From an optimization exercise on the open Yosys and OpenROAD flow, aimed at small area; shortcuts taken in it are not production practice. Only simulation tests tie the RTL to the original design; equivalence was not proved. Power figures rest on the tool's default switching activity, not on a simulated workload.

// MazeRunner
module MazeRunner(clk,RST_n,SS_n,MOSI,MISO,SCLK,PWMR,PWML,
                  DIRR,DIRL,IR_EN,BMPL_n,BMPR_n,buzz,
                  buzz_n,RX,LED);
export LEC_CHECK = 0
export CAP_MARGIN = 20
export CORE_MARGIN = 2
export CORE_UTILIZATION = 40
export CTS_BUF_LIST = sky130_fd_sc_hd__clkbuf_8
export CTS_CLUSTER_DIAMETER = 60
export CTS_CLUSTER_SIZE = 16
export PLACE_DENSITY = 0.6
export SLEW_MARGIN = 20
create_clock -name core_clock -period 10.0 [get_ports {clk}]
standard.sh (not shown) runs the stock make flow with config.mk's settings and CLKGATE_MAP_FILE= SYNTH_SCRIPT=/design/flow/synth_recipe.tcl, a recipe that flattens the netlist after the stock synthesis.
==> flow/flow/run.sh <==
#!/bin/bash
# Own flow: the standard layout, with synthesis mapped for area by ABC
# (no full-adder cell extraction: ABC maps the adders too).
# Synthesis runs first with flow/synth_area.tcl (the standard flow's synthesis script
# with a different ABC script); standard.sh then runs the remaining steps
# from the synthesized netlist.  Each tool's output goes to its own log.
set -euo pipefail
W=$(pwd)
make -C "$FLOW_HOME" DESIGN_CONFIG="$W/config.mk" WORK_HOME="$W/orfs" CLKGATE_MAP_FILE= \
  SYNTH_SCRIPT="$W/flow/synth_area.tcl" ADDER_MAP_FILE= synth > "$W/synth.log" 2>&1
# clock tree: clkbuf_8 leaves over clusters of up to 16 registers, no
# dummy loads
export CTS_ARGS="-sink_clustering_enable -repair_clock_nets -sink_clustering_size 16 -sink_clustering_max_diameter 60 -buf_list sky130_fd_sc_hd__clkbuf_8 -dont_use_dummy_load"
# every port still gets a buffer, the smallest one
export BUFFER_PORTS_ARGS="-buffer_cell sky130_fd_sc_hd__buf_1"
bash "$W/standard.sh" finish > "$W/layout.log" 2>&1
test -s "$W/out/final.def"
==> flow/flow/abc_area.script <==
strash
dc2
dc2
balance
rewrite
refactor
balance
rewrite
rewrite -z
balance
refactor -z
rewrite -z
balance
dch -f
amap
topo
dnsize -c
==> flow/flow/synth_area.tcl <==
# The standard synthesis script (synth_recipe.tcl), with the ABC step
# mapping for area: same passes, same registers; only the combinational
# mapping script differs.
set area_script [file join [file dirname [file normalize [info script]]] abc_area.script]
proc synth {args} { yosys synth -nofsm -noshare {*}$args }
proc abc {args} {
  global area_script
  set i [lsearch $args -script]
  if {$i >= 0} {
    set args [lreplace $args $i [expr {$i + 1}] -script $area_script]
  }
  yosys abc {*}$args
}
source $::env(SCRIPTS_DIR)/synth.tcl
# left out here: clear keep_hierarchy, flatten, clean up, hide names made inside functions, write 1_2_yosys.v
The baseline finished with timing, DRC and antenna clean.
Next try:
Settings changed: CAP_MARGIN 20 to 0, SLEW_MARGIN 20 to 0.
Effect:
- The new run ran to the end with no violations
- worst setup slack stays flat
- hold slack stays the same
- via count barely changes
- global-route usage is unchanged
- critical path depth does not change
- final area does not change
- non-clock buffer count is unchanged
- area after synthesis does not change
- cell count does not change

* * *

MazeRunner, a different RTL version from the one above (not shown whole).
Size: ~1000 cells after synthesis, roughly 220 flip-flops, about 12000 um^2 of cells after synthesis.
Settings: LEC_CHECK=0, CAP_MARGIN=20, CORE_MARGIN=2, CORE_UTILIZATION=40, CTS_BUF_LIST=sky130_fd_sc_hd__clkbuf_8, CTS_CLUSTER_DIAMETER=60, CTS_CLUSTER_SIZE=16, PLACE_DENSITY=0.6, SLEW_MARGIN=20; clock period 10.0 ns.
run.sh (not shown) runs the stock make flow with config.mk's settings and CLKGATE_MAP_FILE= SYNTH_SCRIPT=/design/flow/synth_recipe.tcl, a recipe that flattens the netlist after the stock synthesis.
Stock flow here: none of the scripts above is used.
The baseline ran to the end with no violations.
Change:
CTS_BUF_LIST = not set   (was sky130_fd_sc_hd__clkbuf_8)
CTS_CLUSTER_DIAMETER = not set   (was 60)
CTS_CLUSTER_SIZE = not set   (was 16)
Total power increases by about 14%. First-iteration DRC count increases by about 20%. Sequential power hardly moves. Worst setup slack gets better by 0.0069 ns. Non-clock buffer count stays the same. Worst hold slack barely changes. Die area does not change. Routed wire length increases by about 0.9%. Flip-flop and latch count is unchanged. Clock power increases by 39%. Final cell count increases by 0.56%.

* * *

MazeRunner with an RTL version that a note above also has.
Size: roughly 220 flip-flops, about 24 I/O pins.
Settings: LEC_CHECK=0, CAP_MARGIN=20, CORE_MARGIN=2, CORE_UTILIZATION=40, CTS_BUF_LIST=sky130_fd_sc_hd__clkbuf_8, CTS_CLUSTER_DIAMETER=60, CTS_CLUSTER_SIZE=16, PLACE_DENSITY=0.6, SLEW_MARGIN=20; clock period 10.0 ns.
standard.sh (not shown) runs the stock make flow with config.mk's settings and CLKGATE_MAP_FILE= SYNTH_SCRIPT=/design/flow/synth_recipe.tcl, a recipe that flattens the netlist after the stock synthesis.
==> flow/flow/run.sh <==
#!/bin/bash
# Own flow: the standard layout, with synthesis mapped for area by ABC
# (no full-adder cell extraction: ABC maps the adders too).
# Synthesis runs first with flow/synth_area.tcl (the standard flow's synthesis script
# with a different ABC script); standard.sh then runs the remaining steps
# from the synthesized netlist.  Each tool's output goes to its own log.
set -euo pipefail
W=$(pwd)
make -C "$FLOW_HOME" DESIGN_CONFIG="$W/config.mk" WORK_HOME="$W/orfs" CLKGATE_MAP_FILE= \
  SYNTH_SCRIPT="$W/flow/synth_area.tcl" ADDER_MAP_FILE= synth > "$W/synth.log" 2>&1
# clock tree: clkbuf_8 leaves over clusters of up to 16 registers, no
# dummy loads
export CTS_ARGS="-sink_clustering_enable -repair_clock_nets -sink_clustering_size 20 -sink_clustering_max_diameter 60 -buf_list sky130_fd_sc_hd__clkbuf_8 -dont_use_dummy_load"
# every port still gets a buffer, the smallest one
export BUFFER_PORTS_ARGS="-buffer_cell sky130_fd_sc_hd__buf_1"
bash "$W/standard.sh" finish > "$W/layout.log" 2>&1
test -s "$W/out/final.def"
Scripts as last shown in full above: flow/flow/abc_area.script, flow/flow/synth_area.tcl
Change:
--- a/flow/flow/run.sh
+++ b/flow/flow/run.sh
@@ -13 +13 @@
-export CTS_ARGS="-sink_clustering_enable -repair_clock_nets -sink_clustering_size 20 -sink_clustering_max_diameter 60 -buf_list sky130_fd_sc_hd__clkbuf_8 -dont_use_dummy_load"
+export CTS_ARGS="-sink_clustering_enable -repair_clock_nets -sink_clustering_size 16 -sink_clustering_max_diameter 60 -buf_list sky130_fd_sc_hd__clkbuf_8 -dont_use_dummy_load"
Settings changed: CORE_UTILIZATION 40 to 65, PLACE_DENSITY 0.6 to 0.75.
Result: Cell area falls by 1.6%. Routed wire length fell by 4.5%. Clock skew decreases by 0.034 ns. Global-route usage climbs by 8.5 points.
